What follows belongs to an exercise in optimizing a design on an open flow for small area and a short achievable clock period; a production flow would make more cautious choices.
No run shown here included a check of the RTL's function; only the layout flow was run.
Power and IR drop assume default switching activity.

**design.v**
```verilog
module mac_16bit(out_rounded,md,mr,clk,rst);
output reg [26:0] out_rounded;
input [15:0] md,mr;
input clk,rst;
reg [15:0] MD;
reg [7:0] ONE, TWO, NEG;         
reg [84:0] P;                  
reg [39:0] A;                    
reg [3:0] CB;                 
reg [8:0] k;       
reg clr;           
reg z1;            
reg r1, z2;        
wire zero = !rst | clr;
wire [16:0] mrx = {mr, 1'b0};
wire [7:0] one_n, two_n, neg_n;
genvar g;
generate for (g = 0; g < 8; g = g + 1) begin : enc
  assign one_n[g] = mrx[2*g+1] ^ mrx[2*g];
  assign two_n[g] = (mrx[2*g+2] & ~mrx[2*g+1] & ~mrx[2*g]) | (~mrx[2*g+2] & mrx[2*g+1] & mrx[2*g]);
  assign neg_n[g] = mrx[2*g+2] & ~(mrx[2*g+1] & mrx[2*g]);
end endgenerate
wire [16:0] pp0 = (({17{ONE[0]}} & {MD[15], MD}) | ({17{TWO[0]}} & {MD, 1'b0})) ^ {17{NEG[0]}};
wire ns0 = ~pp0[16];
wire [16:0] pp1 = (({17{ONE[1]}} & {MD[15], MD}) | ({17{TWO[1]}} & {MD, 1'b0})) ^ {17{NEG[1]}};
wire ns1 = ~pp1[16];
wire [16:0] pp2 = (({17{ONE[2]}} & {MD[15], MD}) | ({17{TWO[2]}} & {MD, 1'b0})) ^ {17{NEG[2]}};
wire ns2 = ~pp2[16];
wire [16:0] pp3 = (({17{ONE[3]}} & {MD[15], MD}) | ({17{TWO[3]}} & {MD, 1'b0})) ^ {17{NEG[3]}};
wire ns3 = ~pp3[16];
wire [16:0] pp4 = (({17{ONE[4]}} & {MD[15], MD}) | ({17{TWO[4]}} & {MD, 1'b0})) ^ {17{NEG[4]}};
wire ns4 = ~pp4[16];
wire [16:0] pp5 = (({17{ONE[5]}} & {MD[15], MD}) | ({17{TWO[5]}} & {MD, 1'b0})) ^ {17{NEG[5]}};
wire ns5 = ~pp5[16];
wire [16:0] pp6 = (({17{ONE[6]}} & {MD[15], MD}) | ({17{TWO[6]}} & {MD, 1'b0})) ^ {17{NEG[6]}};
wire ns6 = ~pp6[16];
wire [16:0] pp7 = (({17{ONE[7]}} & {MD[15], MD}) | ({17{TWO[7]}} & {MD, 1'b0})) ^ {17{NEG[7]}};
wire ns7 = ~pp7[16];
wire as1, ac2; assign {ac2, as1} = {1'b0, pp0[10]} + {1'b0, pp1[8]};
wire as3, ac4; assign {ac4, as3} = {1'b0, pp0[11]} + {1'b0, pp1[9]};
wire as5, ac6; assign {ac6, as5} = {1'b0, pp0[12]} + {1'b0, pp1[10]} + {1'b0, pp2[8]};
wire as7, ac8; assign {ac8, as7} = {1'b0, pp3[6]} + {1'b0, pp4[4]};
wire as9, ac10; assign {ac10, as9} = {1'b0, pp0[13]} + {1'b0, pp1[11]} + {1'b0, pp2[9]};
wire as11, ac12; assign {ac12, as11} = {1'b0, pp3[7]} + {1'b0, pp4[5]};
wire as13, ac14; assign {ac14, as13} = {1'b0, pp0[14]} + {1'b0, pp1[12]} + {1'b0, pp2[10]};
wire as15, ac16; assign {ac16, as15} = {1'b0, pp3[8]} + {1'b0, pp4[6]} + {1'b0, pp5[4]};
wire as17, ac18; assign {ac18, as17} = {1'b0, pp6[2]} + {1'b0, pp7[0]};
wire as19, ac20; assign {ac20, as19} = {1'b0, pp0[15]} + {1'b0, pp1[13]} + {1'b0, pp2[11]};
wire as21, ac22; assign {ac22, as21} = {1'b0, pp3[9]} + {1'b0, pp4[7]} + {1'b0, pp5[5]};
wire as23, ac24; assign {ac24, as23} = {1'b0, pp6[3]} + {1'b0, pp7[1]};
wire as25 = ~(ns0 ^ pp1[14]); wire ac26 = ns0 | pp1[14];
wire as27, ac28; assign {ac28, as27} = {1'b0, pp2[12]} + {1'b0, pp3[10]} + {1'b0, pp4[8]};
wire as29, ac30; assign {ac30, as29} = {1'b0, pp5[6]} + {1'b0, pp6[4]} + {1'b0, pp7[2]};
wire as31 = ~(pp1[15] ^ pp2[13]); wire ac32 = pp1[15] | pp2[13];
wire as33, ac34; assign {ac34, as33} = {1'b0, pp3[11]} + {1'b0, pp4[9]} + {1'b0, pp5[7]};
wire as35, ac36; assign {ac36, as35} = {1'b0, pp6[5]} + {1'b0, pp7[3]};
wire as37, ac38; assign {ac38, as37} = {1'b0, ns1} + {1'b0, pp2[14]} + {1'b0, pp3[12]};
wire as39, ac40; assign {ac40, as39} = {1'b0, pp4[10]} + {1'b0, pp5[8]} + {1'b0, pp6[6]};
wire as41 = ~(pp2[15] ^ pp3[13]); wire ac42 = pp2[15] | pp3[13];
wire as43, ac44; assign {ac44, as43} = {1'b0, pp4[11]} + {1'b0, pp5[9]};
wire as45, ac46; assign {ac46, as45} = {1'b0, ns2} + {1'b0, pp3[14]} + {1'b0, pp4[12]};
wire as47 = ~pp3[15];
wire as48, ac49; assign {ac49, as48} = {1'b0, pp0[6]} + {1'b0, pp1[4]};
wire as50, ac51; assign {ac51, as50} = {1'b0, pp0[7]} + {1'b0, pp1[5]};
wire as52, ac53; assign {ac53, as52} = {1'b0, pp0[8]} + {1'b0, pp1[6]} + {1'b0, pp2[4]};
wire as54, ac55; assign {ac55, as54} = {1'b0, pp3[2]} + {1'b0, pp4[0]};
wire as56, ac57; assign {ac57, as56} = {1'b0, pp0[9]} + {1'b0, pp1[7]} + {1'b0, pp2[5]};
wire as58, ac59; assign {ac59, as58} = {1'b0, pp3[3]} + {1'b0, pp4[1]};
wire as60, ac61; assign {ac61, as60} = {1'b0, as1} + {1'b0, pp2[6]} + {1'b0, pp3[4]};
wire as62, ac63; assign {ac63, as62} = {1'b0, pp4[2]} + {1'b0, pp5[0]} + {1'b0, NEG[5]};
wire as64, ac65; assign {ac65, as64} = {1'b0, as3} + {1'b0, pp2[7]} + {1'b0, pp3[5]};
wire as66, ac67; assign {ac67, as66} = {1'b0, pp4[3]} + {1'b0, pp5[1]} + {1'b0, ac2};
wire as68, ac69; assign {ac69, as68} = {1'b0, as5} + {1'b0, as7} + {1'b0, pp5[2]};
wire as70, ac71; assign {ac71, as70} = {1'b0, pp6[0]} + {1'b0, NEG[6]} + {1'b0, ac4};
wire as72, ac73; assign {ac73, as72} = {1'b0, as9} + {1'b0, as11} + {1'b0, pp5[3]};
wire as74, ac75; assign {ac75, as74} = {1'b0, pp6[1]} + {1'b0, ac6} + {1'b0, ac8};
wire as76, ac77; assign {ac77, as76} = {1'b0, as13} + {1'b0, as15} + {1'b0, as17};
wire as78, ac79; assign {ac79, as78} = {1'b0, NEG[7]} + {1'b0, ac10} + {1'b0, ac12};
wire as80, ac81; assign {ac81, as80} = {1'b0, as19} + {1'b0, as21} + {1'b0, as23};
wire as82, ac83; assign {ac83, as82} = {1'b0, ac14} + {1'b0, ac16} + {1'b0, ac18};
wire as84, ac85; assign {ac85, as84} = {1'b0, as25} + {1'b0, as27} + {1'b0, as29};
wire as86, ac87; assign {ac87, as86} = {1'b0, ac20} + {1'b0, ac22} + {1'b0, ac24};
wire as88, ac89; assign {ac89, as88} = {1'b0, as31} + {1'b0, as33} + {1'b0, as35};
wire as90, ac91; assign {ac91, as90} = {1'b0, ac26} + {1'b0, ac28} + {1'b0, ac30};
wire as92, ac93; assign {ac93, as92} = {1'b0, as37} + {1'b0, as39} + {1'b0, pp7[4]};
wire as94, ac95; assign {ac95, as94} = {1'b0, ac32} + {1'b0, ac34} + {1'b0, ac36};
wire as96, ac97; assign {ac97, as96} = {1'b0, as41} + {1'b0, as43} + {1'b0, pp6[7]};
wire as98, ac99; assign {ac99, as98} = {1'b0, pp7[5]} + {1'b0, ac38} + {1'b0, ac40};
wire as100, ac101; assign {ac101, as100} = {1'b0, as45} + {1'b0, pp5[10]} + {1'b0, pp6[8]};
wire as102, ac103; assign {ac103, as102} = {1'b0, pp7[6]} + {1'b0, ac42} + {1'b0, ac44};
wire as104, ac105; assign {ac105, as104} = {1'b0, as47} + {1'b0, pp4[13]} + {1'b0, pp5[11]};
wire as106, ac107; assign {ac107, as106} = {1'b0, pp6[9]} + {1'b0, pp7[7]} + {1'b0, ac46};
wire as108, ac109; assign {ac109, as108} = {1'b0, ns3} + {1'b0, pp4[14]} + {1'b0, pp5[12]};
wire as110, ac111; assign {ac111, as110} = {1'b0, pp6[10]} + {1'b0, pp7[8]} + {1'b0, pp3[15]};
wire as112 = ~(pp4[15] ^ pp5[13]); wire ac113 = pp4[15] | pp5[13];
wire as114, ac115; assign {ac115, as114} = {1'b0, pp6[11]} + {1'b0, pp7[9]};
wire as116, ac117; assign {ac117, as116} = {1'b0, ns4} + {1'b0, pp5[14]} + {1'b0, pp6[12]};
wire as118 = ~pp5[15];
wire as119, ac120; assign {ac120, as119} = {1'b0, pp0[4]} + {1'b0, pp1[2]};
wire as121, ac122; assign {ac122, as121} = {1'b0, pp0[5]} + {1'b0, pp1[3]};
wire as123, ac124; assign {ac124, as123} = {1'b0, as48} + {1'b0, pp2[2]} + {1'b0, pp3[0]};
wire as125, ac126; assign {ac126, as125} = {1'b0, as50} + {1'b0, pp2[3]} + {1'b0, pp3[1]};
wire as127, ac128; assign {ac128, as127} = {1'b0, as52} + {1'b0, as54} + {1'b0, NEG[4]};
wire as129, ac130; assign {ac130, as129} = {1'b0, as56} + {1'b0, as58} + {1'b0, ac53};
wire as131, ac132; assign {ac132, as131} = {1'b0, as60} + {1'b0, as62} + {1'b0, ac57};
wire as133, ac134; assign {ac134, as133} = {1'b0, as64} + {1'b0, as66} + {1'b0, ac61};
wire as135, ac136; assign {ac136, as135} = {1'b0, as68} + {1'b0, as70} + {1'b0, ac65};
wire as137, ac138; assign {ac138, as137} = {1'b0, as72} + {1'b0, as74} + {1'b0, ac69};
wire as139, ac140; assign {ac140, as139} = {1'b0, as76} + {1'b0, as78} + {1'b0, ac73};
wire as141, ac142; assign {ac142, as141} = {1'b0, as80} + {1'b0, as82} + {1'b0, ac77};
wire as143, ac144; assign {ac144, as143} = {1'b0, as84} + {1'b0, as86} + {1'b0, ac81};
wire as145, ac146; assign {ac146, as145} = {1'b0, as88} + {1'b0, as90} + {1'b0, ac85};
wire as147, ac148; assign {ac148, as147} = {1'b0, as92} + {1'b0, as94} + {1'b0, ac89};
wire as149, ac150; assign {ac150, as149} = {1'b0, as96} + {1'b0, as98} + {1'b0, ac93};
wire as151, ac152; assign {ac152, as151} = {1'b0, as100} + {1'b0, as102} + {1'b0, ac97};
wire as153, ac154; assign {ac154, as153} = {1'b0, as104} + {1'b0, as106} + {1'b0, ac101};
wire as155, ac156; assign {ac156, as155} = {1'b0, as108} + {1'b0, as110} + {1'b0, ac105};
wire as157, ac158; assign {ac158, as157} = {1'b0, as112} + {1'b0, as114} + {1'b0, ac109};
wire as159, ac160; assign {ac160, as159} = {1'b0, as116} + {1'b0, pp7[10]} + {1'b0, ac113};
wire as161, ac162; assign {ac162, as161} = {1'b0, as118} + {1'b0, pp6[13]} + {1'b0, pp7[11]};
wire as163, ac164; assign {ac164, as163} = {1'b0, ns5} + {1'b0, pp6[14]} + {1'b0, pp7[12]};
wire as165 = ~pp6[15];
wire [84:0] pnext;
assign pnext[0] = pp0[0];
assign pnext[1] = NEG[0];
assign pnext[2] = pp0[1];
assign pnext[3] = pp0[2];
assign pnext[4] = pp1[0];
assign pnext[5] = NEG[1];
assign pnext[6] = pp0[3];
assign pnext[7] = pp1[1];
assign pnext[8] = as119;
assign pnext[9] = pp2[0];
assign pnext[10] = NEG[2];
assign pnext[11] = as121;
assign pnext[12] = pp2[1];
assign pnext[13] = ac120;
assign pnext[14] = as123;
assign pnext[15] = NEG[3];
assign pnext[16] = ac122;
assign pnext[17] = as125;
assign pnext[18] = ac49;
assign pnext[19] = ac124;
assign pnext[20] = as127;
assign pnext[21] = ac51;
assign pnext[22] = ac126;
assign pnext[23] = as129;
assign pnext[24] = ac55;
assign pnext[25] = ac128;
assign pnext[26] = as131;
assign pnext[27] = ac59;
assign pnext[28] = ac130;
assign pnext[29] = as133;
assign pnext[30] = ac63;
assign pnext[31] = ac132;
assign pnext[32] = as135;
assign pnext[33] = ac67;
assign pnext[34] = ac134;
assign pnext[35] = as137;
assign pnext[36] = ac71;
assign pnext[37] = ac136;
assign pnext[38] = as139;
assign pnext[39] = ac75;
assign pnext[40] = ac138;
assign pnext[41] = as141;
assign pnext[42] = ac79;
assign pnext[43] = ac140;
assign pnext[44] = as143;
assign pnext[45] = ac83;
assign pnext[46] = ac142;
assign pnext[47] = as145;
assign pnext[48] = ac87;
assign pnext[49] = ac144;
assign pnext[50] = as147;
assign pnext[51] = ac91;
assign pnext[52] = ac146;
assign pnext[53] = as149;
assign pnext[54] = ac95;
assign pnext[55] = ac148;
assign pnext[56] = as151;
assign pnext[57] = ac99;
assign pnext[58] = ac150;
assign pnext[59] = as153;
assign pnext[60] = ac103;
assign pnext[61] = ac152;
assign pnext[62] = as155;
assign pnext[63] = ac107;
assign pnext[64] = ac154;
assign pnext[65] = as157;
assign pnext[66] = ac111;
assign pnext[67] = ac156;
assign pnext[68] = as159;
assign pnext[69] = ac115;
assign pnext[70] = ac158;
assign pnext[71] = as161;
assign pnext[72] = ac117;
assign pnext[73] = ac160;
assign pnext[74] = as163;
assign pnext[75] = pp5[15];
assign pnext[76] = ac162;
assign pnext[77] = as165;
assign pnext[78] = pp7[13];
assign pnext[79] = ac164;
assign pnext[80] = ns6;
assign pnext[81] = pp7[14];
assign pnext[82] = pp6[15];
assign pnext[83] = pp7[15];
assign pnext[84] = ns7;
wire bs166, bc167; assign {bc167, bs166} = {1'b0, P[3]} + {1'b0, P[4]};
wire bs168, bc169; assign {bc169, bs168} = {1'b0, P[6]} + {1'b0, P[7]};
wire bs170, bc171; assign {bc171, bs170} = {1'b0, P[8]} + {1'b0, P[9]} + {1'b0, P[10]};
wire bs172, bc173; assign {bc173, bs172} = {1'b0, P[11]} + {1'b0, P[12]} + {1'b0, P[13]};
wire bs174, bc175; assign {bc175, bs174} = {1'b0, P[14]} + {1'b0, P[15]} + {1'b0, P[16]};
wire bs176, bc177; assign {bc177, bs176} = {1'b0, P[17]} + {1'b0, P[18]} + {1'b0, P[19]};
wire bs178, bc179; assign {bc179, bs178} = {1'b0, P[20]} + {1'b0, P[21]} + {1'b0, P[22]};
wire bs180, bc181; assign {bc181, bs180} = {1'b0, P[23]} + {1'b0, P[24]} + {1'b0, P[25]};
wire bs182, bc183; assign {bc183, bs182} = {1'b0, P[26]} + {1'b0, P[27]} + {1'b0, P[28]};
wire bs184, bc185; assign {bc185, bs184} = {1'b0, P[29]} + {1'b0, P[30]} + {1'b0, P[31]};
wire bs186, bc187; assign {bc187, bs186} = {1'b0, P[32]} + {1'b0, P[33]} + {1'b0, P[34]};
wire bs188, bc189; assign {bc189, bs188} = {1'b0, P[35]} + {1'b0, P[36]} + {1'b0, P[37]};
wire bs190, bc191; assign {bc191, bs190} = {1'b0, P[38]} + {1'b0, P[39]} + {1'b0, P[40]};
wire bs192, bc193; assign {bc193, bs192} = {1'b0, P[41]} + {1'b0, P[42]} + {1'b0, P[43]};
wire bs194, bc195; assign {bc195, bs194} = {1'b0, P[44]} + {1'b0, P[45]} + {1'b0, P[46]};
wire bs196, bc197; assign {bc197, bs196} = {1'b0, P[47]} + {1'b0, P[48]} + {1'b0, P[49]};
wire bs198, bc199; assign {bc199, bs198} = {1'b0, P[50]} + {1'b0, P[51]} + {1'b0, P[52]};
wire bs200, bc201; assign {bc201, bs200} = {1'b0, P[53]} + {1'b0, P[54]} + {1'b0, P[55]};
wire bs202, bc203; assign {bc203, bs202} = {1'b0, P[56]} + {1'b0, P[57]} + {1'b0, P[58]};
wire bs204, bc205; assign {bc205, bs204} = {1'b0, P[59]} + {1'b0, P[60]} + {1'b0, P[61]};
wire bs206, bc207; assign {bc207, bs206} = {1'b0, P[62]} + {1'b0, P[63]} + {1'b0, P[64]};
wire bs208, bc209; assign {bc209, bs208} = {1'b0, P[65]} + {1'b0, P[66]} + {1'b0, P[67]};
wire bs210, bc211; assign {bc211, bs210} = {1'b0, P[68]} + {1'b0, P[69]} + {1'b0, P[70]};
wire bs212, bc213; assign {bc213, bs212} = {1'b0, P[71]} + {1'b0, P[72]} + {1'b0, P[73]};
wire bs214, bc215; assign {bc215, bs214} = {1'b0, P[74]} + {1'b0, P[75]} + {1'b0, P[76]};
wire bs216, bc217; assign {bc217, bs216} = {1'b0, P[77]} + {1'b0, P[78]} + {1'b0, P[79]};
wire bs218, bc219; assign {bc219, bs218} = {1'b0, P[80]} + {1'b0, P[81]} + {1'b0, P[82]};
wire bs220 = ~P[83];
wire bs221, bc222; assign {bc222, bs221} = {1'b0, P[0]} + {1'b0, P[1]};
wire bs223, bc224; assign {bc224, bs223} = {1'b0, P[2]} + {1'b0, A[1]};
wire bs225, bc226; assign {bc226, bs225} = {1'b0, bs166} + {1'b0, P[5]} + {1'b0, A[2]};
wire bs227, bc228; assign {bc228, bs227} = {1'b0, bs168} + {1'b0, A[3]} + {1'b0, bc167};
wire bs229, bc230; assign {bc230, bs229} = {1'b0, bs170} + {1'b0, A[4]} + {1'b0, bc169};
wire bs231, bc232; assign {bc232, bs231} = {1'b0, bs172} + {1'b0, A[5]} + {1'b0, bc171};
wire bs233, bc234; assign {bc234, bs233} = {1'b0, bs174} + {1'b0, A[6]} + {1'b0, bc173};
wire bs235, bc236; assign {bc236, bs235} = {1'b0, bs176} + {1'b0, A[7]} + {1'b0, bc175};
wire bs237, bc238; assign {bc238, bs237} = {1'b0, bs178} + {1'b0, A[8]} + {1'b0, bc177};
wire bs239, bc240; assign {bc240, bs239} = {1'b0, bs180} + {1'b0, A[9]} + {1'b0, bc179};
wire bs241, bc242; assign {bc242, bs241} = {1'b0, bs182} + {1'b0, A[10]} + {1'b0, bc181};
wire bs243, bc244; assign {bc244, bs243} = {1'b0, bs184} + {1'b0, A[11]} + {1'b0, bc183};
wire bs245, bc246; assign {bc246, bs245} = {1'b0, bs186} + {1'b0, A[12]} + {1'b0, bc185};
wire bs247, bc248; assign {bc248, bs247} = {1'b0, bs188} + {1'b0, A[13]} + {1'b0, bc187};
wire bs249, bc250; assign {bc250, bs249} = {1'b0, bs190} + {1'b0, A[14]} + {1'b0, bc189};
wire bs251, bc252; assign {bc252, bs251} = {1'b0, bs192} + {1'b0, A[15]} + {1'b0, bc191};
wire bs253, bc254; assign {bc254, bs253} = {1'b0, bs194} + {1'b0, A[16]} + {1'b0, bc193};
wire bs255, bc256; assign {bc256, bs255} = {1'b0, bs196} + {1'b0, A[17]} + {1'b0, bc195};
wire bs257, bc258; assign {bc258, bs257} = {1'b0, bs198} + {1'b0, A[18]} + {1'b0, bc197};
wire bs259, bc260; assign {bc260, bs259} = {1'b0, bs200} + {1'b0, A[19]} + {1'b0, bc199};
wire bs261, bc262; assign {bc262, bs261} = {1'b0, bs202} + {1'b0, A[20]} + {1'b0, bc201};
wire bs263, bc264; assign {bc264, bs263} = {1'b0, bs204} + {1'b0, A[21]} + {1'b0, bc203};
wire bs265, bc266; assign {bc266, bs265} = {1'b0, bs206} + {1'b0, A[22]} + {1'b0, bc205};
wire bs267, bc268; assign {bc268, bs267} = {1'b0, bs208} + {1'b0, A[23]} + {1'b0, bc207};
wire bs269, bc270; assign {bc270, bs269} = {1'b0, bs210} + {1'b0, A[24]} + {1'b0, bc209};
wire bs271, bc272; assign {bc272, bs271} = {1'b0, bs212} + {1'b0, A[25]} + {1'b0, bc211};
wire bs273, bc274; assign {bc274, bs273} = {1'b0, bs214} + {1'b0, A[26]} + {1'b0, bc213};
wire bs275, bc276; assign {bc276, bs275} = {1'b0, bs216} + {1'b0, A[27]} + {1'b0, bc215};
wire bs277, bc278; assign {bc278, bs277} = {1'b0, bs218} + {1'b0, A[28]} + {1'b0, bc217};
wire bs279, bc280; assign {bc280, bs279} = {1'b0, bs220} + {1'b0, A[29]} + {1'b0, bc219};
wire bs281, bc282; assign {bc282, bs281} = {1'b0, P[84]} + {1'b0, A[30]} + {1'b0, P[83]};
wire bs283 = ~A[31];
wire [7:0] yhi = 8'd0 + {7'd0, A[31]} - 8'd1;
wire k0_g284, k0_p292; assign {k0_g284, k0_p292} = {1'b0, bs221} + {1'b0, A[0]};
wire k0_g285, k0_p293; assign {k0_g285, k0_p293} = {1'b0, bs223} + {1'b0, bc222};
wire k0_g286, k0_p294; assign {k0_g286, k0_p294} = {1'b0, bs225} + {1'b0, bc224};
wire k0_g287, k0_p295; assign {k0_g287, k0_p295} = {1'b0, bs227} + {1'b0, bc226};
wire k0_g288, k0_p296; assign {k0_g288, k0_p296} = {1'b0, bs229} + {1'b0, bc228};
wire k0_g289, k0_p297; assign {k0_g289, k0_p297} = {1'b0, bs231} + {1'b0, bc230};
wire k0_g290, k0_p298; assign {k0_g290, k0_p298} = {1'b0, bs233} + {1'b0, bc232};
wire k0_g291, k0_p299; assign {k0_g291, k0_p299} = {1'b0, bs235} + {1'b0, bc234};
wire k0_G300 = k0_g285 | (k0_p293 & k0_g284);
wire k0_P301 = k0_p293 & k0_p292;
wire k0_G302 = k0_g287 | (k0_p295 & k0_g286);
wire k0_P303 = k0_p295 & k0_p294;
wire k0_G304 = k0_g289 | (k0_p297 & k0_g288);
wire k0_P305 = k0_p297 & k0_p296;
wire k0_G306 = k0_g291 | (k0_p299 & k0_g290);
wire k0_P307 = k0_p299 & k0_p298;
wire k0_G308 = k0_g286 | (k0_p294 & k0_G300);
wire k0_P309 = k0_p294 & k0_P301;
wire k0_G310 = k0_G302 | (k0_P303 & k0_G300);
wire k0_P311 = k0_P303 & k0_P301;
wire k0_G312 = k0_g290 | (k0_p298 & k0_G304);
wire k0_P313 = k0_p298 & k0_P305;
wire k0_G314 = k0_G306 | (k0_P307 & k0_G304);
wire k0_P315 = k0_P307 & k0_P305;
wire k0_G316 = k0_g288 | (k0_p296 & k0_G310);
wire k0_P317 = k0_p296 & k0_P311;
wire k0_G318 = k0_G304 | (k0_P305 & k0_G310);
wire k0_P319 = k0_P305 & k0_P311;
wire k0_G320 = k0_G312 | (k0_P313 & k0_G310);
wire k0_P321 = k0_P313 & k0_P311;
wire k0_G322 = k0_G314 | (k0_P315 & k0_G310);
wire k0_P323 = k0_P315 & k0_P311;
wire k0_s324 = k0_p292;
wire k0_s325 = k0_p293 ^ k0_g284;
wire k0_s326 = k0_p294 ^ k0_G300;
wire k0_s327 = k0_p295 ^ k0_G308;
wire k0_s328 = k0_p296 ^ k0_G310;
wire k0_s329 = k0_p297 ^ k0_G316;
wire k0_s330 = k0_p298 ^ k0_G318;
wire k0_s331 = k0_p299 ^ k0_G320;
wire k1_g332, k1_p340; assign {k1_g332, k1_p340} = {1'b0, bs237} + {1'b0, bc236};
wire k1_g333, k1_p341; assign {k1_g333, k1_p341} = {1'b0, bs239} + {1'b0, bc238};
wire k1_g334, k1_p342; assign {k1_g334, k1_p342} = {1'b0, bs241} + {1'b0, bc240};
wire k1_g335, k1_p343; assign {k1_g335, k1_p343} = {1'b0, bs243} + {1'b0, bc242};
wire k1_g336, k1_p344; assign {k1_g336, k1_p344} = {1'b0, bs245} + {1'b0, bc244};
wire k1_g337, k1_p345; assign {k1_g337, k1_p345} = {1'b0, bs247} + {1'b0, bc246};
wire k1_g338, k1_p346; assign {k1_g338, k1_p346} = {1'b0, bs249} + {1'b0, bc248};
wire k1_g339, k1_p347; assign {k1_g339, k1_p347} = {1'b0, bs251} + {1'b0, bc250};
wire k1_g348 = k1_g332 | (k1_p340 & CB[0]);
wire k1_G349 = k1_g333 | (k1_p341 & k1_g348);
wire k1_P350 = k1_p341 & k1_p340;
wire k1_G351 = k1_g335 | (k1_p343 & k1_g334);
wire k1_P352 = k1_p343 & k1_p342;
wire k1_G353 = k1_g337 | (k1_p345 & k1_g336);
wire k1_P354 = k1_p345 & k1_p344;
wire k1_G355 = k1_g339 | (k1_p347 & k1_g338);
wire k1_P356 = k1_p347 & k1_p346;
wire k1_G357 = k1_g334 | (k1_p342 & k1_G349);
wire k1_P358 = k1_p342 & k1_P350;
wire k1_G359 = k1_G351 | (k1_P352 & k1_G349);
wire k1_P360 = k1_P352 & k1_P350;
wire k1_G361 = k1_g338 | (k1_p346 & k1_G353);
wire k1_P362 = k1_p346 & k1_P354;
wire k1_G363 = k1_G355 | (k1_P356 & k1_G353);
wire k1_P364 = k1_P356 & k1_P354;
wire k1_G365 = k1_g336 | (k1_p344 & k1_G359);
wire k1_P366 = k1_p344 & k1_P360;
wire k1_G367 = k1_G353 | (k1_P354 & k1_G359);
wire k1_P368 = k1_P354 & k1_P360;
wire k1_G369 = k1_G361 | (k1_P362 & k1_G359);
wire k1_P370 = k1_P362 & k1_P360;
wire k1_G371 = k1_G363 | (k1_P364 & k1_G359);
wire k1_P372 = k1_P364 & k1_P360;
wire k1_s373 = k1_p340 ^ CB[0];
wire k1_s374 = k1_p341 ^ k1_g348;
wire k1_s375 = k1_p342 ^ k1_G349;
wire k1_s376 = k1_p343 ^ k1_G357;
wire k1_s377 = k1_p344 ^ k1_G359;
wire k1_s378 = k1_p345 ^ k1_G365;
wire k1_s379 = k1_p346 ^ k1_G367;
wire k1_s380 = k1_p347 ^ k1_G369;
wire k2_g381, k2_p389; assign {k2_g381, k2_p389} = {1'b0, bs253} + {1'b0, bc252};
wire k2_g382, k2_p390; assign {k2_g382, k2_p390} = {1'b0, bs255} + {1'b0, bc254};
wire k2_g383, k2_p391; assign {k2_g383, k2_p391} = {1'b0, bs257} + {1'b0, bc256};
wire k2_g384, k2_p392; assign {k2_g384, k2_p392} = {1'b0, bs259} + {1'b0, bc258};
wire k2_g385, k2_p393; assign {k2_g385, k2_p393} = {1'b0, bs261} + {1'b0, bc260};
wire k2_g386, k2_p394; assign {k2_g386, k2_p394} = {1'b0, bs263} + {1'b0, bc262};
wire k2_g387, k2_p395; assign {k2_g387, k2_p395} = {1'b0, bs265} + {1'b0, bc264};
wire k2_g388, k2_p396; assign {k2_g388, k2_p396} = {1'b0, bs267} + {1'b0, bc266};
wire k2_g397 = k2_g381 | (k2_p389 & CB[1]);
wire k2_G398 = k2_g382 | (k2_p390 & k2_g397);
wire k2_P399 = k2_p390 & k2_p389;
wire k2_G400 = k2_g384 | (k2_p392 & k2_g383);
wire k2_P401 = k2_p392 & k2_p391;
wire k2_G402 = k2_g386 | (k2_p394 & k2_g385);
wire k2_P403 = k2_p394 & k2_p393;
wire k2_G404 = k2_g388 | (k2_p396 & k2_g387);
wire k2_P405 = k2_p396 & k2_p395;
wire k2_G406 = k2_g383 | (k2_p391 & k2_G398);
wire k2_P407 = k2_p391 & k2_P399;
wire k2_G408 = k2_G400 | (k2_P401 & k2_G398);
wire k2_P409 = k2_P401 & k2_P399;
wire k2_G410 = k2_g387 | (k2_p395 & k2_G402);
wire k2_P411 = k2_p395 & k2_P403;
wire k2_G412 = k2_G404 | (k2_P405 & k2_G402);
wire k2_P413 = k2_P405 & k2_P403;
wire k2_G414 = k2_g385 | (k2_p393 & k2_G408);
wire k2_P415 = k2_p393 & k2_P409;
wire k2_G416 = k2_G402 | (k2_P403 & k2_G408);
wire k2_P417 = k2_P403 & k2_P409;
wire k2_G418 = k2_G410 | (k2_P411 & k2_G408);
wire k2_P419 = k2_P411 & k2_P409;
wire k2_G420 = k2_G412 | (k2_P413 & k2_G408);
wire k2_P421 = k2_P413 & k2_P409;
wire k2_s422 = k2_p389 ^ CB[1];
wire k2_s423 = k2_p390 ^ k2_g397;
wire k2_s424 = k2_p391 ^ k2_G398;
wire k2_s425 = k2_p392 ^ k2_G406;
wire k2_s426 = k2_p393 ^ k2_G408;
wire k2_s427 = k2_p394 ^ k2_G414;
wire k2_s428 = k2_p395 ^ k2_G416;
wire k2_s429 = k2_p396 ^ k2_G418;
wire k3_g430, k3_p438; assign {k3_g430, k3_p438} = {1'b0, bs269} + {1'b0, bc268};
wire k3_g431, k3_p439; assign {k3_g431, k3_p439} = {1'b0, bs271} + {1'b0, bc270};
wire k3_g432, k3_p440; assign {k3_g432, k3_p440} = {1'b0, bs273} + {1'b0, bc272};
wire k3_g433, k3_p441; assign {k3_g433, k3_p441} = {1'b0, bs275} + {1'b0, bc274};
wire k3_g434, k3_p442; assign {k3_g434, k3_p442} = {1'b0, bs277} + {1'b0, bc276};
wire k3_g435, k3_p443; assign {k3_g435, k3_p443} = {1'b0, bs279} + {1'b0, bc278};
wire k3_g436, k3_p444; assign {k3_g436, k3_p444} = {1'b0, bs281} + {1'b0, bc280};
wire k3_g437, k3_p445; assign {k3_g437, k3_p445} = {1'b0, bs283} + {1'b0, bc282};
wire k3_g446 = k3_g430 | (k3_p438 & CB[2]);
wire k3_G447 = k3_g431 | (k3_p439 & k3_g446);
wire k3_P448 = k3_p439 & k3_p438;
wire k3_G449 = k3_g433 | (k3_p441 & k3_g432);
wire k3_P450 = k3_p441 & k3_p440;
wire k3_G451 = k3_g435 | (k3_p443 & k3_g434);
wire k3_P452 = k3_p443 & k3_p442;
wire k3_G453 = k3_g437 | (k3_p445 & k3_g436);
wire k3_P454 = k3_p445 & k3_p444;
wire k3_G455 = k3_g432 | (k3_p440 & k3_G447);
wire k3_P456 = k3_p440 & k3_P448;
wire k3_G457 = k3_G449 | (k3_P450 & k3_G447);
wire k3_P458 = k3_P450 & k3_P448;
wire k3_G459 = k3_g436 | (k3_p444 & k3_G451);
wire k3_P460 = k3_p444 & k3_P452;
wire k3_G461 = k3_G453 | (k3_P454 & k3_G451);
wire k3_P462 = k3_P454 & k3_P452;
wire k3_G463 = k3_g434 | (k3_p442 & k3_G457);
wire k3_P464 = k3_p442 & k3_P458;
wire k3_G465 = k3_G451 | (k3_P452 & k3_G457);
wire k3_P466 = k3_P452 & k3_P458;
wire k3_G467 = k3_G459 | (k3_P460 & k3_G457);
wire k3_P468 = k3_P460 & k3_P458;
wire k3_G469 = k3_G461 | (k3_P462 & k3_G457);
wire k3_P470 = k3_P462 & k3_P458;
wire k3_s471 = k3_p438 ^ CB[2];
wire k3_s472 = k3_p439 ^ k3_g446;
wire k3_s473 = k3_p440 ^ k3_G447;
wire k3_s474 = k3_p441 ^ k3_G455;
wire k3_s475 = k3_p442 ^ k3_G457;
wire k3_s476 = k3_p443 ^ k3_G463;
wire k3_s477 = k3_p444 ^ k3_G465;
wire k3_s478 = k3_p445 ^ k3_G467;
wire k4_g479, k4_p487; assign {k4_g479, k4_p487} = {1'b0, A[32]} + {1'b0, yhi[0]};
wire k4_g480, k4_p488; assign {k4_g480, k4_p488} = {1'b0, A[33]} + {1'b0, yhi[1]};
wire k4_g481, k4_p489; assign {k4_g481, k4_p489} = {1'b0, A[34]} + {1'b0, yhi[2]};
wire k4_g482, k4_p490; assign {k4_g482, k4_p490} = {1'b0, A[35]} + {1'b0, yhi[3]};
wire k4_g483, k4_p491; assign {k4_g483, k4_p491} = {1'b0, A[36]} + {1'b0, yhi[4]};
wire k4_g484, k4_p492; assign {k4_g484, k4_p492} = {1'b0, A[37]} + {1'b0, yhi[5]};
wire k4_g485, k4_p493; assign {k4_g485, k4_p493} = {1'b0, A[38]} + {1'b0, yhi[6]};
wire k4_g486, k4_p494; assign {k4_g486, k4_p494} = {1'b0, A[39]} + {1'b0, yhi[7]};
wire k4_g495 = k4_g479 | (k4_p487 & CB[3]);
wire k4_G496 = k4_g480 | (k4_p488 & k4_g495);
wire k4_P497 = k4_p488 & k4_p487;
wire k4_G498 = k4_g482 | (k4_p490 & k4_g481);
wire k4_P499 = k4_p490 & k4_p489;
wire k4_G500 = k4_g484 | (k4_p492 & k4_g483);
wire k4_P501 = k4_p492 & k4_p491;
wire k4_G502 = k4_g486 | (k4_p494 & k4_g485);
wire k4_P503 = k4_p494 & k4_p493;
wire k4_G504 = k4_g481 | (k4_p489 & k4_G496);
wire k4_P505 = k4_p489 & k4_P497;
wire k4_G506 = k4_G498 | (k4_P499 & k4_G496);
wire k4_P507 = k4_P499 & k4_P497;
wire k4_G508 = k4_g485 | (k4_p493 & k4_G500);
wire k4_P509 = k4_p493 & k4_P501;
wire k4_G510 = k4_G502 | (k4_P503 & k4_G500);
wire k4_P511 = k4_P503 & k4_P501;
wire k4_G512 = k4_g483 | (k4_p491 & k4_G506);
wire k4_P513 = k4_p491 & k4_P507;
wire k4_G514 = k4_G500 | (k4_P501 & k4_G506);
wire k4_P515 = k4_P501 & k4_P507;
wire k4_G516 = k4_G508 | (k4_P509 & k4_G506);
wire k4_P517 = k4_P509 & k4_P507;
wire k4_G518 = k4_G510 | (k4_P511 & k4_G506);
wire k4_P519 = k4_P511 & k4_P507;
wire k4_s520 = k4_p487 ^ CB[3];
wire k4_s521 = k4_p488 ^ k4_g495;
wire k4_s522 = k4_p489 ^ k4_G496;
wire k4_s523 = k4_p490 ^ k4_G504;
wire k4_s524 = k4_p491 ^ k4_G506;
wire k4_s525 = k4_p492 ^ k4_G512;
wire k4_s526 = k4_p493 ^ k4_G514;
wire k4_s527 = k4_p494 ^ k4_G516;
wire [39:0] sum = {k4_s527, k4_s526, k4_s525, k4_s524, k4_s523, k4_s522, k4_s521, k4_s520, k3_s478, k3_s477, k3_s476, k3_s475, k3_s474, k3_s473, k3_s472, k3_s471, k2_s429, k2_s428, k2_s427, k2_s426, k2_s425, k2_s424, k2_s423, k2_s422, k1_s380, k1_s379, k1_s378, k1_s377, k1_s376, k1_s375, k1_s374, k1_s373, k0_s331, k0_s330, k0_s329, k0_s328, k0_s327, k0_s326, k0_s325, k0_s324};
wire [3:0] cbnext = {k3_G469, k2_G420, k1_G371, k0_G322};
wire [13:0] L = {1'b0, A[12:0]} + {5'd0, CB[0], 8'd0};
wire c13 = L[13];
wire up = L[12] & ((A[13] ^ c13) | (|L[11:0]));
wire rg528, rp555; assign {rg528, rp555} = {1'b0, A[13]} + {1'b0, c13};
wire rg529 = 1'b0; wire rp556 = A[14];
wire rg530 = 1'b0; wire rp557 = A[15];
wire rg531, rp558; assign {rg531, rp558} = {1'b0, A[16]} + {1'b0, CB[1]};
wire rg532 = 1'b0; wire rp559 = A[17];
wire rg533 = 1'b0; wire rp560 = A[18];
wire rg534 = 1'b0; wire rp561 = A[19];
wire rg535 = 1'b0; wire rp562 = A[20];
wire rg536 = 1'b0; wire rp563 = A[21];
wire rg537 = 1'b0; wire rp564 = A[22];
wire rg538 = 1'b0; wire rp565 = A[23];
wire rg539, rp566; assign {rg539, rp566} = {1'b0, A[24]} + {1'b0, CB[2]};
wire rg540 = 1'b0; wire rp567 = A[25];
wire rg541 = 1'b0; wire rp568 = A[26];
wire rg542 = 1'b0; wire rp569 = A[27];
wire rg543 = 1'b0; wire rp570 = A[28];
wire rg544 = 1'b0; wire rp571 = A[29];
wire rg545 = 1'b0; wire rp572 = A[30];
wire rg546 = 1'b0; wire rp573 = A[31];
wire rg547, rp574; assign {rg547, rp574} = {1'b0, A[32]} + {1'b0, CB[3]};
wire rg548 = 1'b0; wire rp575 = A[33];
wire rg549 = 1'b0; wire rp576 = A[34];
wire rg550 = 1'b0; wire rp577 = A[35];
wire rg551 = 1'b0; wire rp578 = A[36];
wire rg552 = 1'b0; wire rp579 = A[37];
wire rg553 = 1'b0; wire rp580 = A[38];
wire rg554 = 1'b0; wire rp581 = A[39];
wire rG582 = rg529 | (rp556 & rg528);
wire rP583 = rp556 & rp555;
wire rG584 = rg531 | (rp558 & rg530);
wire rP585 = rp558 & rp557;
wire rG586 = rg533 | (rp560 & rg532);
wire rP587 = rp560 & rp559;
wire rG588 = rg535 | (rp562 & rg534);
wire rP589 = rp562 & rp561;
wire rG590 = rg537 | (rp564 & rg536);
wire rP591 = rp564 & rp563;
wire rG592 = rg539 | (rp566 & rg538);
wire rP593 = rp566 & rp565;
wire rG594 = rg541 | (rp568 & rg540);
wire rP595 = rp568 & rp567;
wire rG596 = rg543 | (rp570 & rg542);
wire rP597 = rp570 & rp569;
wire rG598 = rg545 | (rp572 & rg544);
wire rP599 = rp572 & rp571;
wire rG600 = rg547 | (rp574 & rg546);
wire rP601 = rp574 & rp573;
wire rG602 = rg549 | (rp576 & rg548);
wire rP603 = rp576 & rp575;
wire rG604 = rg551 | (rp578 & rg550);
wire rP605 = rp578 & rp577;
wire rG606 = rg553 | (rp580 & rg552);
wire rP607 = rp580 & rp579;
wire rG608 = rg530 | (rp557 & rG582);
wire rP609 = rp557 & rP583;
wire rG610 = rG584 | (rP585 & rG582);
wire rP611 = rP585 & rP583;
wire rG612 = rg534 | (rp561 & rG586);
wire rP613 = rp561 & rP587;
wire rG614 = rG588 | (rP589 & rG586);
wire rP615 = rP589 & rP587;
wire rG616 = rg538 | (rp565 & rG590);
wire rP617 = rp565 & rP591;
wire rG618 = rG592 | (rP593 & rG590);
wire rP619 = rP593 & rP591;
wire rG620 = rg542 | (rp569 & rG594);
wire rP621 = rp569 & rP595;
wire rG622 = rG596 | (rP597 & rG594);
wire rP623 = rP597 & rP595;
wire rG624 = rg546 | (rp573 & rG598);
wire rP625 = rp573 & rP599;
wire rG626 = rG600 | (rP601 & rG598);
wire rP627 = rP601 & rP599;
wire rG628 = rg550 | (rp577 & rG602);
wire rP629 = rp577 & rP603;
wire rG630 = rG604 | (rP605 & rG602);
wire rP631 = rP605 & rP603;
wire rG632 = rg554 | (rp581 & rG606);
wire rP633 = rp581 & rP607;
wire rG634 = rg532 | (rp559 & rG610);
wire rP635 = rp559 & rP611;
wire rG636 = rG586 | (rP587 & rG610);
wire rP637 = rP587 & rP611;
wire rG638 = rG612 | (rP613 & rG610);
wire rP639 = rP613 & rP611;
wire rG640 = rG614 | (rP615 & rG610);
wire rP641 = rP615 & rP611;
wire rG642 = rg540 | (rp567 & rG618);
wire rP643 = rp567 & rP619;
wire rG644 = rG594 | (rP595 & rG618);
wire rP645 = rP595 & rP619;
wire rG646 = rG620 | (rP621 & rG618);
wire rP647 = rP621 & rP619;
wire rG648 = rG622 | (rP623 & rG618);
wire rP649 = rP623 & rP619;
wire rG650 = rg548 | (rp575 & rG626);
wire rP651 = rp575 & rP627;
wire rG652 = rG602 | (rP603 & rG626);
wire rP653 = rP603 & rP627;
wire rG654 = rG628 | (rP629 & rG626);
wire rP655 = rP629 & rP627;
wire rG656 = rG630 | (rP631 & rG626);
wire rP657 = rP631 & rP627;
wire rG658 = rg536 | (rp563 & rG640);
wire rP659 = rp563 & rP641;
wire rG660 = rG590 | (rP591 & rG640);
wire rP661 = rP591 & rP641;
wire rG662 = rG616 | (rP617 & rG640);
wire rP663 = rP617 & rP641;
wire rG664 = rG618 | (rP619 & rG640);
wire rP665 = rP619 & rP641;
wire rG666 = rG642 | (rP643 & rG640);
wire rP667 = rP643 & rP641;
wire rG668 = rG644 | (rP645 & rG640);
wire rP669 = rP645 & rP641;
wire rG670 = rG646 | (rP647 & rG640);
wire rP671 = rP647 & rP641;
wire rG672 = rG648 | (rP649 & rG640);
wire rP673 = rP649 & rP641;
wire rG674 = rg552 | (rp579 & rG656);
wire rP675 = rp579 & rP657;
wire rG676 = rG606 | (rP607 & rG656);
wire rP677 = rP607 & rP657;
wire rG678 = rG632 | (rP633 & rG656);
wire rP679 = rP633 & rP657;
wire rG680 = rg544 | (rp571 & rG672);
wire rP681 = rp571 & rP673;
wire rG682 = rG598 | (rP599 & rG672);
wire rP683 = rP599 & rP673;
wire rG684 = rG624 | (rP625 & rG672);
wire rP685 = rP625 & rP673;
wire rG686 = rG626 | (rP627 & rG672);
wire rP687 = rP627 & rP673;
wire rG688 = rG650 | (rP651 & rG672);
wire rP689 = rP651 & rP673;
wire rG690 = rG652 | (rP653 & rG672);
wire rP691 = rP653 & rP673;
wire rG692 = rG654 | (rP655 & rG672);
wire rP693 = rP655 & rP673;
wire rG694 = rG656 | (rP657 & rG672);
wire rP695 = rP657 & rP673;
wire rG696 = rG674 | (rP675 & rG672);
wire rP697 = rP675 & rP673;
wire rG698 = rG676 | (rP677 & rG672);
wire rP699 = rP677 & rP673;
wire rG700 = rG678 | (rP679 & rG672);
wire rP701 = rP679 & rP673;
wire rs702 = rp555 ^ up;
wire rc703 = rg528 | (rp555 & up);
wire rs704 = rp556 ^ rc703;
wire rc705 = rG582 | (rP583 & up);
wire rs706 = rp557 ^ rc705;
wire rc707 = rG608 | (rP609 & up);
wire rs708 = rp558 ^ rc707;
wire rc709 = rG610 | (rP611 & up);
wire rs710 = rp559 ^ rc709;
wire rc711 = rG634 | (rP635 & up);
wire rs712 = rp560 ^ rc711;
wire rc713 = rG636 | (rP637 & up);
wire rs714 = rp561 ^ rc713;
wire rc715 = rG638 | (rP639 & up);
wire rs716 = rp562 ^ rc715;
wire rc717 = rG640 | (rP641 & up);
wire rs718 = rp563 ^ rc717;
wire rc719 = rG658 | (rP659 & up);
wire rs720 = rp564 ^ rc719;
wire rc721 = rG660 | (rP661 & up);
wire rs722 = rp565 ^ rc721;
wire rc723 = rG662 | (rP663 & up);
wire rs724 = rp566 ^ rc723;
wire rc725 = rG664 | (rP665 & up);
wire rs726 = rp567 ^ rc725;
wire rc727 = rG666 | (rP667 & up);
wire rs728 = rp568 ^ rc727;
wire rc729 = rG668 | (rP669 & up);
wire rs730 = rp569 ^ rc729;
wire rc731 = rG670 | (rP671 & up);
wire rs732 = rp570 ^ rc731;
wire rc733 = rG672 | (rP673 & up);
wire rs734 = rp571 ^ rc733;
wire rc735 = rG680 | (rP681 & up);
wire rs736 = rp572 ^ rc735;
wire rc737 = rG682 | (rP683 & up);
wire rs738 = rp573 ^ rc737;
wire rc739 = rG684 | (rP685 & up);
wire rs740 = rp574 ^ rc739;
wire rc741 = rG686 | (rP687 & up);
wire rs742 = rp575 ^ rc741;
wire rc743 = rG688 | (rP689 & up);
wire rs744 = rp576 ^ rc743;
wire rc745 = rG690 | (rP691 & up);
wire rs746 = rp577 ^ rc745;
wire rc747 = rG692 | (rP693 & up);
wire rs748 = rp578 ^ rc747;
wire rc749 = rG694 | (rP695 & up);
wire rs750 = rp579 ^ rc749;
wire rc751 = rG696 | (rP697 & up);
wire rs752 = rp580 ^ rc751;
wire rc753 = rG698 | (rP699 & up);
wire rs754 = rp581 ^ rc753;
wire [26:0] rnd = {rs754, rs752, rs750, rs748, rs746, rs744, rs742, rs740, rs738, rs736, rs734, rs732, rs730, rs728, rs726, rs724, rs722, rs720, rs718, rs716, rs714, rs712, rs710, rs708, rs706, rs704, rs702};
always @(posedge clk) begin
  MD <= md;
  ONE <= one_n;
  TWO <= two_n;
  NEG <= neg_n;
  P <= pnext;
  z1 <= zero;
  r1 <= !rst;
  z2 <= r1;
  if (zero | z1 | z2) A <= 40'd0;
  else A <= sum;
  if (zero | z1 | z2) CB <= 4'd0;
  else CB <= cbnext;
  out_rounded <= zero ? 27'd0 : rnd;
  if (zero) k <= {8'd0, clr};
  else k <= k + 9'd1;
  clr <= rst & !clr & (k == 9'd258);
end
endmodule
```
**config.mk**
```make
export PLATFORM = sky130hd
export DESIGN_NAME = mac_16bit
export DESIGN_NICKNAME = mac_16bit
export VERILOG_FILES = /design/flow/design.v
export SDC_FILE = /design/flow/constraint.sdc
export NUM_CORES = 4
export LEC_CHECK = 0
export CAP_MARGIN = 20
export CORE_MARGIN = 2
export CORE_UTILIZATION = 40
export SETUP_SLACK_MARGIN = 3.6
export SLEW_MARGIN = 20
```
**run.sh**
```bash
#!/bin/bash
# synth_recipe.tcl (not shown) runs the flow's synth.tcl, then flattens the netlist and writes it again
# the make line also repeats each setting of config.mk as NAME=value (left out here)
make -C /OpenROAD-flow-scripts/flow DESIGN_CONFIG=/design/flow/config.mk WORK_HOME=/design/flow/orfs CLKGATE_MAP_FILE= SYNTH_SCRIPT=/design/flow/synth_recipe.tcl finish
```
**constraint.sdc**
```tcl
create_clock -name core_clock -period 6.9 [get_ports {clk}]
set_input_delay 1.3800 -clock core_clock [delete_from_list [all_inputs] [get_ports {clk}]]
set_output_delay 1.3800 -clock core_clock [all_outputs]
set_load 0.01 [all_outputs]
```
==> results of run 1 <==
-- worst max-delay path: cells and delay by family (launching register included) --
| kind | cells | cell delay [ns] |
|---|---|---|
| buffers and inverters | 3 | 0.18 |
| adder cells (fa/ha/maj) | 5 | 2.13 |
| flip-flops | 1 | 0.30 |
| AO/OA/AOI/OAI | 2 | 0.38 |
| AND/OR/NAND/NOR | 1 | 0.10 |
-- cells in the mapped netlist (all sizes together), types with 10 or more instances --
master  instances  share of area, %
a21oi          20               1.0
a22oi         120               7.1
buf            13              0.47
clkbuf         69               2.0
dfxtp         209                33
fa            134                21
ha             68               6.7
inv           207               6.1
nand2          19              0.56
nand3          15              0.69
nor2           64               1.9
nor2b          10              0.49
nor3           15              0.68
o21a           10              0.59
o21ai          20              0.78
xnor2         110               7.7
xor2           71               4.9
-- final cells by class --
cell class | instances | area (um2)
tap | 402 | 503
inverter | 207 | 777
sequential | 209 | 4180
clock buffer | 32 | 702
timing repair buffer | 68 | 661
fill | 2907 | 16900
multi-input combinational | 754 | 7520
clock inverter | 13 | 248
-- logic make-up (layout without fill, tap and decap cells) --
kind of cell               Yosys count  count (layout)  synth area share, %
buffers and inverters              289             320                 8.58
xor gates and xnor gates           181             181                 12.6
muxes                                3               3                0.255
and+or+nand+nor                    176             176                 7.14
AOI/OAI and AO/OA                  192             192                 11.0
adders and majority gates          202             202                 27.7
DFF                                209             209                 32.8
-- worst paths after layout --
kind,from,endpoint,slack [ns]
setup / recovery,P[68],A[28],3.74
hold / removal,r1,z2,0.33
setup reg to reg,P[68],A[28],3.74
hold reg to reg,r1,z2,0.33
-- registers in the layout (all words and copies together), names as in the netlist --
| name | count |
|---|---|
| P | 85 |
| A | 40 |
| out_rounded | 27 |
| MD | 16 |
| k | 9 |
| NEG | 8 |
| ONE | 8 |
| TWO | 8 |
| CB | 4 |
| clr | 1 |
| r1 | 1 |
| z1 | 1 |
| z2 | 1 |
-- per-stage QoR --
step           worst slack, ns  total power [mW]  instances  hold WS [ns]  util (%)
3_5_place_dp              3.01              4.84       1639         0.332      43.2
4_1_cts                   3.61              6.38       1684         0.343      46.3
6_report                  3.74              6.35       1685         0.335      46.4
2_1_floorplan             3.80              4.09       1252         0.310         -
3_3_place_gp              3.10              4.77       1639         0.337      43.2
5_1_grt                   3.59              7.03       1685         0.352      46.4
-- per-layer routing --
layer,wire length [um],global-route usage [%],share of wire [%],vias to the layer above
met5,0,0,0,-
met4,506,4.48,1.9,0
met3,1840,3.59,6.9,35
met2,11400,25.3,43,247
met1,13000,23.8,49,3984
li1,-,-,-,4016
-- power breakdown --
part	switching, mW	leakage [nW]	internal (mW)
combinational	1.68	4.09	1.49
sequential	0.200	1.74	1.49
clock	0.509	0.470	0.977
-- cell usage in the layout (no fill, tap or decap), types with 18 or more instances in the layout --
cell / synthesis / final
a22oi_1: 120 / 120
clkbuf_16: 0 / 25
clkdlybuf4s50_1: 0 / 60
dfxtp_1: 209 / 209
fa_1: 134 / 131
ha_1: 68 / 68
inv_1: 207 / 206
nand2_1: 19 / 19
nor2_1: 64 / 64
o21ai_0: 19 / 18
xnor2_1: 109 / 109
xor2_1: 71 / 71
-- what timing repair did --
action,4_1_cts,5_1_grt
gates resized for setup,2,7
setup endpoints to repair,11,11
pin swaps,0,3
hold endpoints to repair,0,0
cloned,0,0
setup buffers,0,1
==> notes.md, run 1 <==
run status complete, no violations; CP arrival 3.61 ns; total gr overflow 0; area grow syn2layout 14.3%; n_diodes 0; CTS clk-pin slew, worst paths 0.06 ns; critical-path cell list inv_1 > fa_1 > fa_1 > inv_1 > fa_1 > fa_2 > a21o_1 > a21o_1 > inv_1 > fa_1 > nor2_1; Req. time, crit path 7.35 ns; IO Port Bufs 60; total core area 0.0315 mm2; Slowest cell on crit path fa_1; largest net degree at the start of global routing 39; Ys Warns 1; clock sink count 209; Hold Path Class reg2reg; setup_tns 0 ns; cell leakage power 6.30 nW; initial antenna violation count 0; Worst Tran Pin Value 1.13 ns; CP most frequent cell fa_1; Initial Utilization 40.6%; Final Max Slew Viols 0; clock insertion delay at the later pin of the skew report 0.53 ns; worst clock skew 0.0174 ns; Area after DPL 0.0136 mm2; Final Cell Area 0.0146 mm2; main flop type after synthesis dfxtp_1; worst reg2reg path depth 11; worst hold stages 0; Detail Route Antenna Nets 0; CP max stage delay 0.50 ns; H-Tree Depth 1; Syn Std Cell Area 0.0128 mm2; Final min period 3.16 ns; slew margin rel. 24.3%; Final period util 45.7%; first-pass GRT wire length 44400 um; CP Launch Type flop; share of layout cells above drive strength 1 6.00%; routed len/inst 15.9 um; CP max FO 2; synthesized area per cell 10.2 um2; worst-case clock buffer depth 3; Total Routing Usage GR 16.6%; nets 1501; Post-Syn Instances 1252; unrepaired setup endpoints after global routing no; Synth Register Bits 209; vias in the first global route 8474; Cell variety after synth 49; peak supply drop 0.198 mV; final WL 26700 um; CTS tree yes; Max Freq 317 MHz; Cell Rows 65; routability cong. 0.841; via total after detailed routing 8282; DRC 0; number of enable flip-flop cells after synthesis 0; syn nets 1488; detailed-route vias per instance 4.92; ys async rst share 0%; max_cap viols 0; Crit. End Element flop; Final Setup Violations 0; Hold Buf Count CTS 0; CP Class reg2reg; full die area 0.0334 mm2; sequential element share of the synthesized area 32.8%; io pins 61; Hold Vio Cnt, Final 0; drt initial violations 537; root buf cell clkbuf_16; TritonCTS buffer count 25; DR pass1 iterations 5; die height 183 um; die width 183 um; Cell Pwr Density 436 mW/mm2; dpl hpwl 18800 um
==> inputs of run 2 (changes only) <==
--- a/config.mk
+++ b/config.mk
@@ -8,5 +8,5 @@
 export CAP_MARGIN = 20
 export CORE_MARGIN = 2
 export CORE_UTILIZATION = 40
-export SETUP_SLACK_MARGIN = 3.6
+export SETUP_SLACK_MARGIN = 4.2
 export SLEW_MARGIN = 20
==> notes.md, run 2 <==
peak supply drop 0.238 mV; Final Max Slew Viols 0; WHS 0.330 ns; die height 183 um; share of layout cells above drive strength 1 11.1%; worst clock skew 0.0319 ns; Total Routing Usage GR 16.4%; Hold Path Class reg2reg; via total after detailed routing 8196; Crit. End Element flop; full die area 0.0334 mm2; most common cell in the synthesized netlist dfxtp_1; reg2reg start P[22]; Cell Rows 65; ys async rst share 0%; Post-Syn Instances 1252; Hold Buf Count CTS 0; largest net degree at the start of global routing 29; DRC 0; io pins 61; nets 1507; Final Setup Violations 0; Ys Warns 1; worst hold stages 0; unrepaired setup endpoints after global routing yes; worst-case clock buffer depth 3; Syn Std Cell Area 0.0128 mm2; Regs by FF count P: 85 flops, A: 40 flops, out_rounded: 27 flops; max_cap viols 0; slew margin rel. 56.7%; setup_tns 0 ns; Worst Tran Pin Value 0.649 ns; most frequent cells in the layout inv_1 (198), dfxtp_1 (169), fa_1 (124), a22oi_1 (120), xnor2_1 (109); CP arrival 3.50 ns; sequential element share of the synthesized area 32.8%; Slowest cell on crit path fa_1; Cell variety after synth 49; n_diodes 0; clock insertion delay at the later pin of the skew report 0.53 ns; main flop type after synthesis dfxtp_1; CP Depth 12; number of enable flip-flop cells after synthesis 0; CTS tree yes; dpl hpwl 18600 um; CP top delay family adder cells; max FFs per register 85; root buf cell clkbuf_16; hold_sp r1; Cell Pwr Density 425 mW/mm2; total gr overflow 0; area leader, netlist dfxtp_1; Detail Route Antenna Nets 0; area grow syn2layout 14.7%; Final min period 3.11 ns; IO Port Bufs 60; H-Tree Depth 1; CTS clk-pin slew, worst paths 0.06 ns; CP Launch Type flop; critical-path cell list inv_2 > fa_1 > fa_1 > inv_1 > fa_2 > fa_2 > a21o_1 > a21oi_4 > o21bai_1 > a31o_2 > a21oi_1 > nor2_1; routed len/inst 15.9 um; synthesized area per cell 10.2 um2; vias in the first global route 8372; CP Class reg2reg; drt initial violations 401; WP buf/inv 2; DR pass1 iterations 6; Synth area leaders dfxtp_1 (33%), fa_1 (21%), xnor2_1 (7.5%), a22oi_1 (7.1%), ha_1 (6.7%); Final period util 45.1%; Initial Utilization 40.6%; CP max stage delay 0.51 ns; Hold Vio Cnt, Final 0; CP max FO 2; detailed-route vias per instance 4.85; synth cell count leaders dfxtp_1 (209), inv_1 (207), fa_1 (134), a22oi_1 (120), xnor2_1 (109); total core area 0.0315 mm2; first-pass GRT wire length 43900 um; Max Freq 321 MHz; syn nets 1488; clock sink count 209; routability cong. 0.838; cell leakage power 6.37 nW; TritonCTS buffer count 24; Synth Register Bits 209; initial antenna violation count 0; CP Launch Point P[22]; commonest non-fill, non-tap cell in the layout inv_1; Req. time, crit path 7.29 ns; post-synth top area share 32.8%; run status complete, no violations; worst reg2reg path depth 12; final WL 26800 um; die width 183 um; Reg with most FFs P
[run 2: path summary, 6_finish.rpt]
kind                end  slack, ns
setup reg to reg  CB[1]       3.79
hold reg to reg      z2       0.33
hold / removal       z2       0.33
setup / recovery  CB[1]       3.79
[run 2: per-layer routing]
metal	vias to the layer above	routed length (um)	GRT usage, %
met5	-	0	0
met4	0	472	4.10
met3	33	1630	2.49
li1	4021	-	-
met2	236	11400	25.0
met1	3906	13300	24.3
[run 2: kinds of logic after synthesis]
logic type | Yosys count | share of synthesized area [%]
AO/OA/AOI/OAI | 192 | 11.0
XOR/XNOR | 181 | 12.6
adder cells (fa/ha/maj) | 202 | 27.7
buffers and inverters | 289 | 8.58
flip-flops | 209 | 32.8
multiplexers | 3 | 0.255
AND/OR/NAND/NOR | 176 | 7.14
[run 2: timing repair]
| action | 4_1_cts | 5_1_grt |
|---|---|---|
| pin swaps | 14 | 24 |
| setup endpoints to repair | 96 | 54 |
| buffers inserted | 4 | 4 |
| gates resized for setup | 83 | 40 |
| gates cloned | 1 | 0 |
[run 2: power breakdown]
part	switching [mW]	internal, mW	total [mW]
sequential	0.203	1.49	1.70
combinational	1.74	1.56	3.30
clock	0.479	0.750	1.23
total	2.42	3.81	6.22
[run 2: cell type report]
| cell class | instances | area, um2 |
|---|---|---|
| fillers | 2964 | 16800 |
| multi-input cells | 754 | 7600 |
| flip-flops and latches | 209 | 4290 |
| inverters | 207 | 781 |
| clock buffers | 35 | 713 |
| repair buffers | 74 | 679 |
| well taps | 402 | 503 |
| clock inverters | 7 | 66.3 |
| repair inverters | 1 | 7.51 |
[run 2: stage by stage]
stage	instances	setup slack (ns)	total power [mW]	util, %	area [um2]
after floorplan	1252	3.95	4.13	-	12800
after global placement	1638	3.05	4.80	43.3	13600
after detailed placement	1638	2.94	4.87	43.3	13600
after CTS	1685	3.77	6.18	46.1	14500
after global routing	1689	3.62	6.90	46.5	14600
final	1689	3.79	6.22	46.5	14600

static timing again, ports no longer ideal:
No port has a modelled driver above. Below, the same layouts with a new extraction and two added sets of constraints.
Step 1: set_driving_cell puts a clkbuf_16 on clk and a buf_2 on each other input, an assumption about the parent block.
Step 2 times the ports against the registers' clock, not the clock port: input delays grow and output delays shrink by t, the midpoint of the rising clock arrivals with the driver on.
Three values: ideal, step 1, step 2; two values: the first two.
run | shift t [ns] | setup WS [ns] | worst setup path after step 2
run 1 | 0.565 | 3.745 / 3.745 / 3.370 | input to register
run 2 | 0.558 | 3.788 / 3.788 / 3.770 | input to register
After both steps setup and hold are still met in every run listed. The setup slack of run 1, which loses most, moves by 0.000 ns with the drivers and by -0.375 ns with both steps.
